Source: an optimization exercise on an open RTL-to-GDS flow (aim: small area). Production flows keep margins and buffers that such runs may drop. The RTL of this run was laid out without a check of its function. No activity file was given, so power comes from the tool's default toggle rates.

==> flow/design.v <==
module UART_RX
  #(parameter CLKS_PER_BIT = 217)
  (
   input            i_Rst_L,
   input            i_Clock,
   input            i_RX_Serial,
   output reg       o_RX_DV,
   output reg [7:0] o_RX_Byte
   );
  localparam IDLE         = 3'b000;
  localparam RX_START_BIT = 3'b001;
  localparam RX_DATA_BITS = 3'b010;
  localparam RX_STOP_BIT  = 3'b011;
  localparam CLEANUP      = 3'b100;
  reg [$clog2(CLKS_PER_BIT)-1:0] r_Clock_Count;
  reg [2:0] r_Bit_Index;  
  reg [2:0] r_SM_Main;
  always @(posedge i_Clock)
  begin
    if (~i_Rst_L)
    begin
      r_SM_Main <= 3'b000;
      o_RX_DV   <= 1'b0;
    end
    else
    begin
      case (r_SM_Main)
      IDLE :
        begin
          o_RX_DV       <= 1'b0;
          r_Clock_Count <= 0;
          r_Bit_Index   <= 0;
          if (i_RX_Serial == 1'b0)           
            r_SM_Main <= RX_START_BIT;
          else
            r_SM_Main <= IDLE;
        end
      RX_START_BIT :
        begin
          if (r_Clock_Count == (CLKS_PER_BIT-1)/2)
          begin
            if (i_RX_Serial == 1'b0)
            begin
              r_Clock_Count <= 0;   
              r_SM_Main     <= RX_DATA_BITS;
            end
            else
              r_SM_Main <= IDLE;
          end
          else
          begin
            r_Clock_Count <= r_Clock_Count + 1;
            r_SM_Main     <= RX_START_BIT;
          end
        end  
      RX_DATA_BITS :
        begin
          if (r_Clock_Count < CLKS_PER_BIT-1)
          begin
            r_Clock_Count <= r_Clock_Count + 1;
            r_SM_Main     <= RX_DATA_BITS;
          end
          else
          begin
            r_Clock_Count          <= 0;
            o_RX_Byte[r_Bit_Index] <= i_RX_Serial;
            if (r_Bit_Index < 7)
            begin
              r_Bit_Index <= r_Bit_Index + 1;
              r_SM_Main   <= RX_DATA_BITS;
            end
            else
            begin
              r_Bit_Index <= 0;
              r_SM_Main   <= RX_STOP_BIT;
            end
          end
        end  
      RX_STOP_BIT :
        begin
          if (r_Clock_Count < CLKS_PER_BIT-1)
          begin
            r_Clock_Count <= r_Clock_Count + 1;
            r_SM_Main     <= RX_STOP_BIT;
          end
          else
          begin
            o_RX_DV       <= 1'b1;
            r_Clock_Count <= 0;
            r_SM_Main     <= CLEANUP;
          end
        end  
      CLEANUP :
        begin
          r_SM_Main <= IDLE;
          o_RX_DV   <= 1'b0;
        end
      default :
        r_SM_Main <= IDLE;
    endcase
    end  
  end  
endmodule  
module UART_TX 
  #(parameter CLKS_PER_BIT = 217)
  (
   input       i_Rst_L,
   input       i_Clock,
   input       i_TX_DV,
   input [7:0] i_TX_Byte, 
   output reg  o_TX_Active,
   output reg  o_TX_Serial,
   output reg  o_TX_Done
   );
  localparam IDLE         = 3'b000;
  localparam TX_START_BIT = 3'b001;
  localparam TX_DATA_BITS = 3'b010;
  localparam TX_STOP_BIT  = 3'b011;
  localparam CLEANUP      = 3'b100;
  reg [2:0] r_SM_Main;
  reg [$clog2(CLKS_PER_BIT):0] r_Clock_Count;
  reg [2:0] r_Bit_Index;
  reg [7:0] r_TX_Data;
  always @(posedge i_Clock)
  begin
    if (~i_Rst_L)
    begin
      r_SM_Main <= 3'b000;
      o_TX_Done <= 1'b0;
      o_TX_Active <= 1'b0;
      o_TX_Serial <= 1'b1;
    end
    else
    begin
      case (r_SM_Main)
      IDLE :
        begin
          o_TX_Serial   <= 1'b1;          
          o_TX_Done     <= 1'b0;
          r_Clock_Count <= 0;
          r_Bit_Index   <= 0;
          if (i_TX_DV == 1'b1)
          begin
            o_TX_Active <= 1'b1;
            r_TX_Data   <= i_TX_Byte;
            r_SM_Main   <= TX_START_BIT;
          end
          else
            r_SM_Main <= IDLE;
        end  
      TX_START_BIT :
        begin
          o_TX_Serial <= 1'b0;
          if (r_Clock_Count < CLKS_PER_BIT-1)
          begin
            r_Clock_Count <= r_Clock_Count + 1;
            r_SM_Main     <= TX_START_BIT;
          end
          else
          begin
            r_Clock_Count <= 0;
            r_SM_Main     <= TX_DATA_BITS;
          end
        end  
      TX_DATA_BITS :
        begin
          o_TX_Serial <= r_TX_Data[r_Bit_Index];
          if (r_Clock_Count < CLKS_PER_BIT-1)
          begin
            r_Clock_Count <= r_Clock_Count + 1;
            r_SM_Main     <= TX_DATA_BITS;
          end
          else
          begin
            r_Clock_Count <= 0;
            if (r_Bit_Index < 7)
            begin
              r_Bit_Index <= r_Bit_Index + 1;
              r_SM_Main   <= TX_DATA_BITS;
            end
            else
            begin
              r_Bit_Index <= 0;
              r_SM_Main   <= TX_STOP_BIT;
            end
          end 
        end  
      TX_STOP_BIT :
        begin
          o_TX_Serial <= 1'b1;
          if (r_Clock_Count < CLKS_PER_BIT-1)
          begin
            r_Clock_Count <= r_Clock_Count + 1;
            r_SM_Main     <= TX_STOP_BIT;
          end
          else
          begin
            o_TX_Done     <= 1'b1;
            r_Clock_Count <= 0;
            r_SM_Main     <= CLEANUP;
            o_TX_Active   <= 1'b0;
          end 
        end  
      CLEANUP :
        begin
          r_SM_Main <= IDLE;
        end
      default :
        r_SM_Main <= IDLE;
    endcase
    end  
  end  
endmodule
module uart(
input clk,
input reset_n,
input rx,
output tx,
output reg [7:0] algo_addr, 
output reg [31:0] algo_buyprice,
output reg [31:0] algo_sellprice,
output reg [31:0] algo_buyvol,
output reg [31:0] algo_sellvol,
output reg rx_dv,
input [7:0] tx_addr,
input [7:0] tx_buysell,
input [31:0] tx_timestamp,
input tx_dv,
output reg tx_busy
);
wire uart_rx_dv;
wire [7:0] uart_rx_data;
reg [4:0] rx_state;
reg [7:0] rx_start;
reg [7:0] rx_addr;
reg [31:0] rx_buyprice;
reg [31:0] rx_sellprice;
reg [31:0] rx_buyvol;
reg [31:0] rx_sellvol;
reg [7:0] rx_stop;
always@(posedge clk)
begin
if(~reset_n)
begin
	rx_state <= 0;
	rx_dv <= 0;
end
else
begin
	case (rx_state)
	0:
	begin
	rx_dv <= 0;
		if(uart_rx_dv) 
			begin
			rx_start <= uart_rx_data;
			rx_state <= 1;
			end
		else rx_state <= 0;
	end
	1:
	begin
		if(rx_start == 8'd240)  
			begin
			rx_state <= 2;
			rx_start <= 0;
			end
		else 
		begin
		rx_state <= 0;  
		rx_start <=0;
		end 
	end
	2:
	begin
		if(uart_rx_dv)
			begin
			rx_addr <= uart_rx_data;
			rx_state <= 3;
			end
		else rx_state <= 2;
	end
	3: 
	begin
		if(uart_rx_dv) 
			begin
			rx_buyprice[23:16] <= uart_rx_data;
			rx_state <= 4;
			end
		else rx_state <=3;
	end
	4:
		begin
			if(uart_rx_dv)
				begin
				rx_buyprice[31:24] <= uart_rx_data;
				rx_state <= 5;
				end
			else rx_state <= 4;
		end
	5:
		begin  
			if(uart_rx_dv)
				begin
				rx_buyprice[7:0] <= uart_rx_data;
				rx_state <= 6;
				end
			else rx_state <= 5;
		end
	6:
		begin
			if(uart_rx_dv)
				begin
				rx_buyprice[15:8] <= uart_rx_data;
				rx_state <= 7;
				end
			else rx_state <= 6;
		end
	7:  
		begin
			if(uart_rx_dv)
			begin
				rx_sellprice[23:16] <= uart_rx_data;
				rx_state <= 8;
			end
			else rx_state <= 7;
		end
	8:
		begin
			if(uart_rx_dv)
			begin
				rx_sellprice[31:24] <= uart_rx_data;
				rx_state <= 9;
			end
			else rx_state <= 8;
		end
	9:
		begin
			if(uart_rx_dv) 
			begin
				rx_sellprice[7:0] <= uart_rx_data;
				rx_state <= 10;
			end
			else rx_state <= 9;
		end
	10:
		begin
			if(uart_rx_dv)
			begin
				rx_sellprice[15:8] <= uart_rx_data;
				rx_state <= 11;
			end
			else rx_state <= 10;
		end
	11:  
		begin
			if(uart_rx_dv)
			begin
				rx_buyvol[23:16] <= uart_rx_data;
				rx_state <= 12;
			end
			else rx_state <= 11;
		end
	12:
		begin
			if(uart_rx_dv)
			begin
				rx_buyvol[31:24] <= uart_rx_data;
				rx_state <=13;
			end
			else rx_state <= 12;
		end
	13:
		begin 
			if(uart_rx_dv)
			begin
				rx_buyvol[7:0] <= uart_rx_data;
				rx_state <= 14;
			end
			else rx_state <= 13;
		end
	14:
		begin
			if(uart_rx_dv)
			begin
				rx_buyvol[15:8] <= uart_rx_data;
				rx_state <= 15;
			end
			else rx_state <= 14;
		end
	15: 
		begin
			if(uart_rx_dv)
			begin
				rx_sellvol[23:16] <= uart_rx_data;
				rx_state <= 16;
			end
			else rx_state <= 15;
		end
	16:
		begin
			if(uart_rx_dv)
			begin
				rx_sellvol[31:24] <= uart_rx_data;
				rx_state <= 17;
			end
			else rx_state <= 16;
		end
	17:
		begin 
			if(uart_rx_dv)
			begin
				rx_sellvol[7:0] <= uart_rx_data;
				rx_state <= 18;
			end
			else rx_state <= 17;
		end
	18:
		begin
			if(uart_rx_dv)
			begin
				rx_sellvol[15:8] <= uart_rx_data;
				rx_state <= 19;
			end
			else rx_state <= 18;
		end
	19:  
	begin
		if(uart_rx_dv)
		begin
			rx_stop <= uart_rx_data;
			rx_state <= 20;
		end
		else rx_state <= 19;
	end
	20:
	begin
		if(rx_stop == 8'd15)  
		begin
			algo_addr <= rx_addr;
			algo_buyprice <= rx_buyprice;
			algo_sellprice <= rx_sellprice;
			algo_buyvol <= rx_buyvol;
			algo_sellvol <= rx_sellvol;
			rx_dv <= 1;
			rx_state <= 0;
			rx_stop <=0;
		end
		else  
		begin
			algo_addr <= 0;
			algo_buyprice <= 0;
			algo_sellprice <= 0;
			algo_buyvol <= 0;
			algo_sellvol <= 0;
			rx_dv <= 0;
			rx_state <= 0;
			rx_stop <= 0;
		end
	end
	endcase
end
end
reg uart_tx_dv;
reg [7:0] uart_tx_data;
wire uart_tx_busy;
wire uart_tx_done;
reg [7:0] uart_tx_addr;
reg [7:0] uart_tx_buysell;
reg [31:0] uart_tx_timestamp;
reg [5:0] tx_state;
localparam [7:0] uart_tx_start = 8'b10000000;
localparam [7:0] uart_tx_stop =  8'b00000001;
reg [6:0] cnt;
always@(posedge clk)
begin
if(~reset_n)
begin
	tx_state <= 0;
	tx_busy <= 0;
	uart_tx_dv <= 0;
end
else
begin
	case (tx_state)
	0:
	begin
	uart_tx_dv <= 0;
		if(tx_dv)  
		begin
		uart_tx_addr <= tx_addr;
		uart_tx_buysell <= tx_buysell;
		uart_tx_timestamp <= tx_timestamp;
		tx_state <= 1;
		tx_busy <= 1;
		end
		else tx_state <= 0;
	end
	1:  
	begin
		if(!uart_tx_busy)
		begin
			uart_tx_data <= uart_tx_start;
			uart_tx_dv <= 1;
			cnt <= 2;
			tx_state <= 9;
		end
		else tx_state <= 1;
	end
	2:  
	begin
		if(uart_tx_done)
		begin
			uart_tx_data <= uart_tx_addr;
			uart_tx_dv <= 1;
			cnt <= 3;
			tx_state <= 9;
		end
		else begin
		tx_state <= 2;
		uart_tx_dv <= 0;
		end
	end
	3:  
	begin
		if(uart_tx_done)
		begin
			uart_tx_data <= uart_tx_buysell;
			uart_tx_dv <= 1;
			cnt <= 4;
			tx_state <= 9;
		end
		else begin
		tx_state <= 3;
		uart_tx_dv <= 0;
		end
	end
	4: 
	begin
		if(uart_tx_done)
		begin
			uart_tx_data <= uart_tx_timestamp[7:0];
			uart_tx_dv <= 1;
			cnt <= 5;
			tx_state <= 9;
		end
		else begin
		tx_state <= 4;
		uart_tx_dv <= 0;
		end
	end
	5:
	begin
		if(uart_tx_done)
		begin
			uart_tx_data <= uart_tx_timestamp[15:8];
			uart_tx_dv <= 1;
			cnt <= 6;
			tx_state <= 9;
		end
		else begin
		tx_state <= 5;
		uart_tx_dv <= 0;
		end
	end
	6:
	begin
		if(uart_tx_done)
		begin
			uart_tx_data <= uart_tx_timestamp[24:16];
			uart_tx_dv <= 1;
			cnt <= 7;
			tx_state <= 9;
		end
		else begin
		tx_state <= 6;
		uart_tx_dv <= 0;
		end
	end
	7:
	begin
		if(uart_tx_done)
		begin
			uart_tx_data <= uart_tx_timestamp[31:25];
			uart_tx_dv <= 1;
			cnt <= 8;
			tx_state <= 9;
		end
		else begin
		tx_state <= 7;
		uart_tx_dv <= 0;
		end
	end
	8:  
	begin
		if(uart_tx_done)
		begin
			uart_tx_data <= uart_tx_stop;
			uart_tx_dv <= 1;
			tx_state <= 0;
			tx_busy <= 0;
		end
		else begin
		tx_state <= 8;
		uart_tx_dv <= 0;
		end
	end
	9:  
	begin
		tx_state <= 10;
	end
	10:
	begin
		tx_state <= cnt;
	end
	endcase
end
end
UART_RX urx0(
.i_Rst_L (reset_n),
.i_Clock (clk),
.i_RX_Serial (rx),
.o_RX_DV (uart_rx_dv),
.o_RX_Byte (uart_rx_data)
  );
UART_TX utx0(
.i_Rst_L (reset_n),
.i_Clock (clk),
.i_TX_DV (uart_tx_dv),
.i_TX_Byte (uart_tx_data), 
.o_TX_Active (uart_tx_busy),
.o_TX_Serial (tx),
.o_TX_Done (uart_tx_done)
  );
endmodule
module rx_mux(
input clk,
input reset_n,
input [7:0] addr,
input [31:0] rx_buyprice,
input [31:0] rx_sellprice,
input [31:0] rx_buyvol,
input [31:0] rx_sellvol,
input rx_dv,
output reg [7:0] addr0,
output reg [31:0] rx_buyprice0,
output reg [31:0] rx_sellprice0,
output reg [31:0] rx_buyvol0,
output reg [31:0] rx_sellvol0,
output reg rx_dv0
);
reg [3:0] sm;
always@(posedge clk)
begin
if(~reset_n)
begin
	sm <= 0;
	rx_dv0 <= 0;
end
else
begin
	case (sm)
	0:
	begin
		if(rx_dv) 
		begin
			case(addr)
			0:
			begin
			rx_buyprice0 <= rx_buyprice;
			rx_sellprice0 <= rx_sellprice;
			rx_buyvol0 <= rx_buyvol;
			rx_sellvol0 <= rx_sellvol;
			rx_dv0 <= 1;
			sm <= 1;
			end
			endcase
		end
		else
		begin
			sm <= 0;  
		end
	end
	1:
	begin
		sm <= 2;  
		rx_buyprice0 <= 0;
		rx_sellprice0 <= 0;
		rx_buyvol0 <= 0;
		rx_sellvol0 <= 0;
		rx_dv0 <= 0;
	end
	2:
	begin
		sm <= 0;  
	end
	endcase
end
end
endmodule
module tx_mux(
input clk,
input reset_n,
input [7:0] tx_addr0,
input [7:0] tx_buysell0,
input [31:0] tx_timestamp0,
input tx_dv0,
output reg [7:0] tx_addr,
output reg [7:0] tx_buysell,
output reg [31:0] tx_timestamp,
output reg tx_dv,
input tx_busy
);
reg [3:0] sm;
always@(posedge clk)
begin
if(~reset_n)
begin
	sm <= 0;
	tx_dv <= 0;
end
else
begin
	case (sm)
	0:
	begin
		if(tx_dv0)sm <= 1;
		else sm <= 0;  
	end
	1:
	begin
	tx_addr <= tx_addr0;  
	tx_buysell <= tx_buysell0;
	tx_timestamp <= tx_timestamp0;
	tx_dv <= 1;
	sm <= 2;
	end
	2:
	begin
	tx_addr <= tx_addr0;
	tx_buysell <= tx_buysell0;
	tx_timestamp <= tx_timestamp0;
	tx_dv <= 1;
	sm <= 3;	
	end
	3:
	begin
	tx_addr <= 0;
	tx_buysell <= 0;
	tx_timestamp <= 0;
	tx_dv <= 0;	
	sm <= 0;
	end
	endcase
end
end
endmodule
module timestamp(
input clk,
input reset_n,
input rx_dv,
input tx_dv_in,  
output reg [31:0] tx_timestamp,
output reg tx_dv_out  
);
reg [31:0] counter;
reg [3:0] state;
always@(posedge clk)
begin
if(~reset_n)
begin
	state <= 0;
	counter <= 0;
	tx_dv_out <= 0;
end
else
begin
	case (state)
	0:
	begin
		if(rx_dv) state <= 1;
		else 
		begin
			state <= 0;
			counter <= 0;
			tx_dv_out <= 0;
		end
	end
	1:
	begin
		if(tx_dv_in)
		begin
			state <= 0;
			tx_timestamp <= counter;
			tx_dv_out <= 1;
		end
		else 
		begin
		counter <= counter + 1;
		state <= 1;
		tx_dv_out <= 0;
		end
	end
	endcase
end
end
endmodule
module system(
input clk,
input reset_n,
input [7:0] addr0, 
input [31:0] rx_buyprice0,
input [31:0] rx_sellprice0,
input [31:0] rx_buyvol0,
input [31:0] rx_sellvol0,
input rx_dv0,
output reg [7:0] tx_addr0,
output reg [7:0] tx_buysell0,
output  [31:0] tx_timestamp0,
output  tx_dv0
);
reg [31:0] regged_buyprice;
reg [3:0] counter;
reg loopback_test;
always@(posedge clk)
begin
if(~reset_n)
begin
	tx_addr0 <= 0;
	tx_buysell0 <= 0;
	counter <= 0;
	loopback_test <= 0;
end
else
begin
tx_addr0 <= 0;
	case (counter)
	0:
	begin
		if(rx_dv0)
		begin
			counter <= 1;
			if(rx_buyvol0 > 32'b00000000000010100000000000000000) tx_buysell0 <= 2;
			else if(rx_sellvol0 > 32'b00000000000010100000000000000000) tx_buysell0 <= 1;
		end
		else
		begin
			counter <= 0;
			tx_buysell0 <= 0;
		end
	end
	1:
	begin
		loopback_test <= 1;
		counter <= 2;
	end
	2:
	begin
	loopback_test <= 0;
		if(tx_dv0)
		begin
			counter <= 0;
		end
	end
	endcase
end
end
timestamp ts0(
.clk (clk),
.reset_n (reset_n),
.rx_dv (rx_dv0),
.tx_dv_in (loopback_test),  
.tx_timestamp (tx_timestamp0),
.tx_dv_out (tx_dv0) 
	);
endmodule
module hft(
input clk,
input rst_n,
input rx,
output tx
	);
wire [7:0] addr;
wire [31:0] rx_buyprice;
wire [31:0] rx_sellprice;
wire [31:0] rx_buyvol;
wire [31:0] rx_sellvol;
wire rx_dv;
wire [7:0] tx_addr; 
wire [7:0] tx_buysell;
wire [31:0] tx_timestamp;
wire tx_dv;
wire tx_busy;
wire [7:0] addr0; 
wire [31:0] rx_buyprice0;
wire [31:0] rx_sellprice0;
wire [31:0] rx_buyvol0;
wire [31:0] rx_sellvol0;
wire rx_dv0;
wire [7:0] tx_addr0; 
wire [7:0] tx_buysell0;
wire [31:0] tx_timestamp0;
wire tx_dv0;
wire reset_n = rst_n;
uart uu0(
.clk (clk),
.reset_n (reset_n),
.rx (rx),  
.tx (tx),
.algo_addr (addr),  
.algo_buyprice (rx_buyprice),
.algo_sellprice (rx_sellprice),
.algo_buyvol (rx_buyvol),
.algo_sellvol (rx_sellvol),
.rx_dv (rx_dv),
.tx_addr (tx_addr),  
.tx_buysell (tx_buysell),
.tx_timestamp (tx_timestamp),
.tx_dv (tx_dv),
.tx_busy (tx_busy)
	);
rx_mux rum0(
.clk (clk),
.reset_n (reset_n),
.addr (addr),  
.rx_buyprice (rx_buyprice),
.rx_sellprice (rx_sellprice),
.rx_buyvol (rx_buyvol),
.rx_sellvol (rx_sellvol),
.rx_dv (rx_dv),
.addr0 (addr0),  
.rx_buyprice0 (rx_buyprice0),
.rx_sellprice0 (rx_sellprice0),
.rx_buyvol0 (rx_buyvol0),
.rx_sellvol0 (rx_sellvol0),
.rx_dv0 (rx_dv0)
	);
tx_mux tux0(
.clk (clk),
.reset_n (reset_n),
.tx_addr0 (tx_addr0),  
.tx_buysell0 (tx_buysell0),
.tx_timestamp0 (tx_timestamp0),
.tx_dv0 (tx_dv0),
.tx_addr (tx_addr),  
.tx_buysell (tx_buysell),
.tx_timestamp (tx_timestamp),
.tx_dv (tx_dv),
.tx_busy (tx_busy)
	);
system sys0(
.clk (clk),
.reset_n (reset_n),
.addr0 (addr0),  
.rx_buyprice0 (rx_buyprice0),
.rx_sellprice0 (rx_sellprice0),
.rx_buyvol0 (rx_buyvol0),
.rx_sellvol0 (rx_sellvol0),
.rx_dv0 (rx_dv0),
.tx_addr0 (tx_addr0),  
.tx_buysell0 (tx_buysell0),
.tx_timestamp0 (tx_timestamp0),
.tx_dv0 (tx_dv0)
	);
endmodule
==> flow/run.sh <==
#!/bin/bash
# synth_recipe.tcl (not shown) runs the flow's synth.tcl, then flattens the netlist and writes it again
# the make line also repeats each setting of config.mk as NAME=value (left out here)
make -C /OpenROAD-flow-scripts/flow DESIGN_CONFIG=/design/flow/config.mk WORK_HOME=/design/flow/orfs CLKGATE_MAP_FILE= SYNTH_SCRIPT=/design/flow/synth_recipe.tcl finish
==> flow/config.mk <==
export PLATFORM = sky130hd
export DESIGN_NAME = hft
export DESIGN_NICKNAME = hft
export VERILOG_FILES = /design/flow/design.v
export SDC_FILE = /design/flow/constraint.sdc
export NUM_CORES = 4
export LEC_CHECK = 0
export CAP_MARGIN = 20
export CORE_MARGIN = 2
export CORE_UTILIZATION = 40
export SLEW_MARGIN = 20
==> flow/constraint.sdc <==
create_clock -name core_clock -period 10.0 [get_ports {clk}]
set_input_delay 2.0000 -clock core_clock [delete_from_list [all_inputs] [get_ports {clk}]]
set_output_delay 2.0000 -clock core_clock [all_outputs]
set_load 0.01 [all_outputs]
==> flow_summary.yaml <==
clocking:
  clk_pin_slew_ns: 0.06
  htree_levels: 2
  insertion_delay_ns: 0.56
  post_cts_resized: 0
  postCtsSetupBuffers: 0
  clock-sinks: 438
  cts-root-buf: "clkbuf_16"
  ctsHoldBuffers: 0
  cts_tree: "built"
  numCtsBuffers: 44
  cts_buffer_depth: 3
sta:
  maxSlewHeadroom_pct: 28.7
  rsz0062_at_grt: "no"
  hold_violations: 0
  fmax_mhz: 245
  fin_setup_tns_ns: 0
  slew_violations: 0
  period_share_pct: 40.8
  min_period_ns: 4.08
  clock_skew_ns: 0.0226
  worst_pin_slew_ns: 1.06
  whs_ns: 0.413
  finalSetupViolCount: 0
drt:
  routed_wl_um: 29100
  route.detailed.drc: 0
  post_drt_via_cell_ratio: 4.91
  vias: 9246
  postRouteAntennaNets: 0
  wl_per_cell_um: 15.4
  drt_iter0_markers: 573
  drt-pass1-iter-count: 5
floorplan:
  fp.coreArea_um2: 43100
  num_rows: 76
  die_h_um: 213
  die_area_um2: 45200
  die_w_um: 213
  ios: 4
  initial_core_util_pct: 40.4
final_layout:
  fin_nets: 1285
  diodes: 0
  syn_to_final_growth_pct: 11.9
  drive_above_1_share_pct: 8.47
yosys:
  ys_top_cells_by_count: "372 x edfxtp_1, 111 x nor2b_1, 101 x nor2_1"
  synth_seq_cells: 438
  synth_seq_area_share_pct: 71.7
  yosysTopAreaCellShare_pct: 64.1
  syn-num-nets: 1278
  avgSynthCellArea_um2: 13.9
  synth.area.top_cells: "edfxtp_1 64%, dfxtp_1 7.6%, nor2b_1 4.0%"
  yosys_warnings: 7
  synth_edf_count: 372
  syn_area_um2: 17400
  async_flop_share_pct: 0
  netlist_instances: 1255
  synth_flop_cell: "edfxtp_1"
  synth_cell_type_count: 67
  synth.most_common_cell: "edfxtp_1"
  synth_top_cell_by_area: "edfxtp_1"
critical_path:
  end_kind: "flip-flop"
  path_delay_family: "simple AND/OR/NAND/NOR gates"
  crit_path_start_kind: "input pin"
  worst_ep_required_time_ns: 10.18
  crit_type: "input pin to flip-flop"
  arrival_ns: 4.26
  cp.buffers_inverters: 2
  cp_num_cells: 5
  rr_worst_depth: 5
  crit_path_max_incr_delay_ns: 0.89
  crit_fanout: 31
  path_cells: "clkdlybuf4s50_1, buf_4, and2_1, nand3_1, nor3_1"
  critPathSlowestCell: "nor3_1"
status:
  run_status: "no timing/DRC/antenna violations"
placement:
  place_congestion: 0.830
  io_buffers: 3
  hpwl_um: 18100
worst_hold_path:
  hold_depth: 0
  hp-class: "flip-flop to flip-flop"
grt:
  first_global_vias: 9155
  antenna_found_initial: 1
  grt_pass1_wl_um: 48400
  grt_max_degree: 74
  grt_usage_pct: 13.5
  grt_overflow_total: 0
job:
  maxCapViolCount: 0
power:
  p_leak_nw: 6.27
  irDropWorstVdd_uv: 98.3
  power_density_nw_per_um2: 189
## final timing paths
kind / to / slack [ns] / from
worst min register to register: uu0.utx0.r_TX_Data[0]$_DFFE_PP_ / 0.41 / uu0.uart_tx_data[0]$_DFFE_PP_
worst max register to register: uu0.rx_stop[6]$_SDFFCE_PN0P_ / 7.02 / uu0.rx_state[1]$_SDFFE_PN0P_
worst min-delay path: uu0.utx0.r_TX_Data[0]$_DFFE_PP_ / 0.41 / uu0.uart_tx_data[0]$_DFFE_PP_
worst max-delay path: uu0.rx_sellvol[25]$_DFFE_PP_ / 5.92 / rst_n
## kinds of logic (layout without fill, tap and decap cells)
| kind of cell | after synthesis | in the layout | share of synthesized area [%] |
|---|---|---|---|
| xor+xnor | 26 | 26 | 1.31 |
| mux | 30 | 30 | 2.37 |
| flops | 438 | 438 | 71.7 |
| buf+inv | 76 | 119 | 1.70 |
| fa+ha+maj | 20 | 20 | 1.44 |
| compound gates | 125 | 125 | 4.67 |
| other cells | 1 | 1 | 0.0215 |
| simple gates | 539 | 539 | 16.8 |
## layout make-up
| class | instances | area, µm² |
|---|---|---|
| clock buffers | 56 | 1160 |
| clock inverters | 26 | 239 |
| fillers | 3767 | 23600 |
| inverters | 24 | 90.1 |
| multi-input cells | 741 | 4670 |
| flip-flops and latches | 438 | 12500 |
| well taps | 585 | 732 |
| repair buffers | 13 | 105 |
## registers in the layout (all words and copies together) (netlist names), 4 cells and up
name and flops:
uu0.urx0.r_Clock_Count 8, uu0.algo_sellvol 32, uu0.algo_buyvol 32, sys0.ts0.counter 32, sys0.ts0.tx_timestamp 31, uu0.uart_tx_timestamp 31, uu0.rx_sellvol 32, uu0.uart_tx_data 8
uu0.rx_stop 8, rum0.rx_buyvol0 32, uu0.rx_state 5, uu0.rx_start 8, tux0.tx_timestamp 31, uu0.utx0.r_TX_Data 8, uu0.urx0.o_RX_Byte 8, uu0.rx_addr 8
uu0.tx_state 4, uu0.rx_buyvol 32, uu0.cnt 4, rum0.rx_sellvol0 32, uu0.utx0.r_Clock_Count 9, uu0.algo_addr 8
## routing by layer
metal	part of all wire [%]	track usage, %	routed length, µm
met5	0	0	0
met4	1.9	4.36	546
met3	4.2	2.53	1210
met1	47	18.5	13700
met2	47	21.7	13700
## cell usage in the layout, fill, tap and decap left out, types with 5 or more instances in the layout
cell	Yosys	final
edfxtp_1	372	372
nor2b_1	111	111
nor2_1	101	97
and2_1	94	94
nand2_1	74	74
dfxtp_1	66	66
clkbuf_16	0	44
nand3_1	35	35
a21oi_1	33	32
o21ai_0	30	30
inv_1	23	23
nor4_1	23	23
nor3_1	22	21
nand4_1	21	21
nand2b_1	18	18
ha_1	20	18
xor2_1	14	14
xnor2_1	12	12
mux2i_1	12	12
and3_1	11	11
clkbuf_1	45	11
mux2_2	10	10
clkinv_2	0	10
buf_4	0	10
mux4_2	8	8
clkinv_1	1	7
a31oi_1	6	6
or4_1	6	6
o31ai_1	6	6
or3_1	5	5
a22oi_1	5	5
a211oi_1	5	5
## through the flow
stage / utilization, % / std cells / power, mW / worst slack (ns) / cell area (µm²)
after floorplan: - / 1255 / 2.12 / 3.94 / 17400
after global placement: 42.0 / 1801 / 2.14 / 5.38 / 18100
after detailed placement: 42.0 / 1801 / 2.14 / 5.32 / 18100
after CTS: 45.2 / 1883 / 3.72 / 5.90 / 19500
after global routing: 45.2 / 1883 / 3.81 / 5.81 / 19500
final: 45.2 / 1883 / 3.68 / 5.92 / 19500
## power breakdown
part	switching (mW)	internal, mW
clock network	0.671	0.904
logic	0.0543	0.0375
registers	0.0325	1.98
total	0.757	2.92

-- separate check: timing with driven ports --
No port has a modelled driver above. Below, the same layout with a new extraction and two added sets of constraints.
Step 1 assumes that a clkbuf_16 drives the clock port and a buf_2 every other input.
Step 2 moves the port delays by t, midway between the first and last clock arrival at a register: inputs arrive t later, outputs are due t later. That takes back most of the time a late clock gives input paths.
a / b / c = no drivers / after step 1 / after step 2; a / b = the first two.
t (ns): 0.601
setup WS [ns]: 5.921 / 5.948 / 5.348
latest minus earliest clock arrival (ns): 0.023 / 0.023
worst slew at a driven data input, ns: 0.03
After both steps this run still meets setup and hold. The setup slack of this run moves by +0.027 ns with the drivers and by -0.573 ns with both steps.
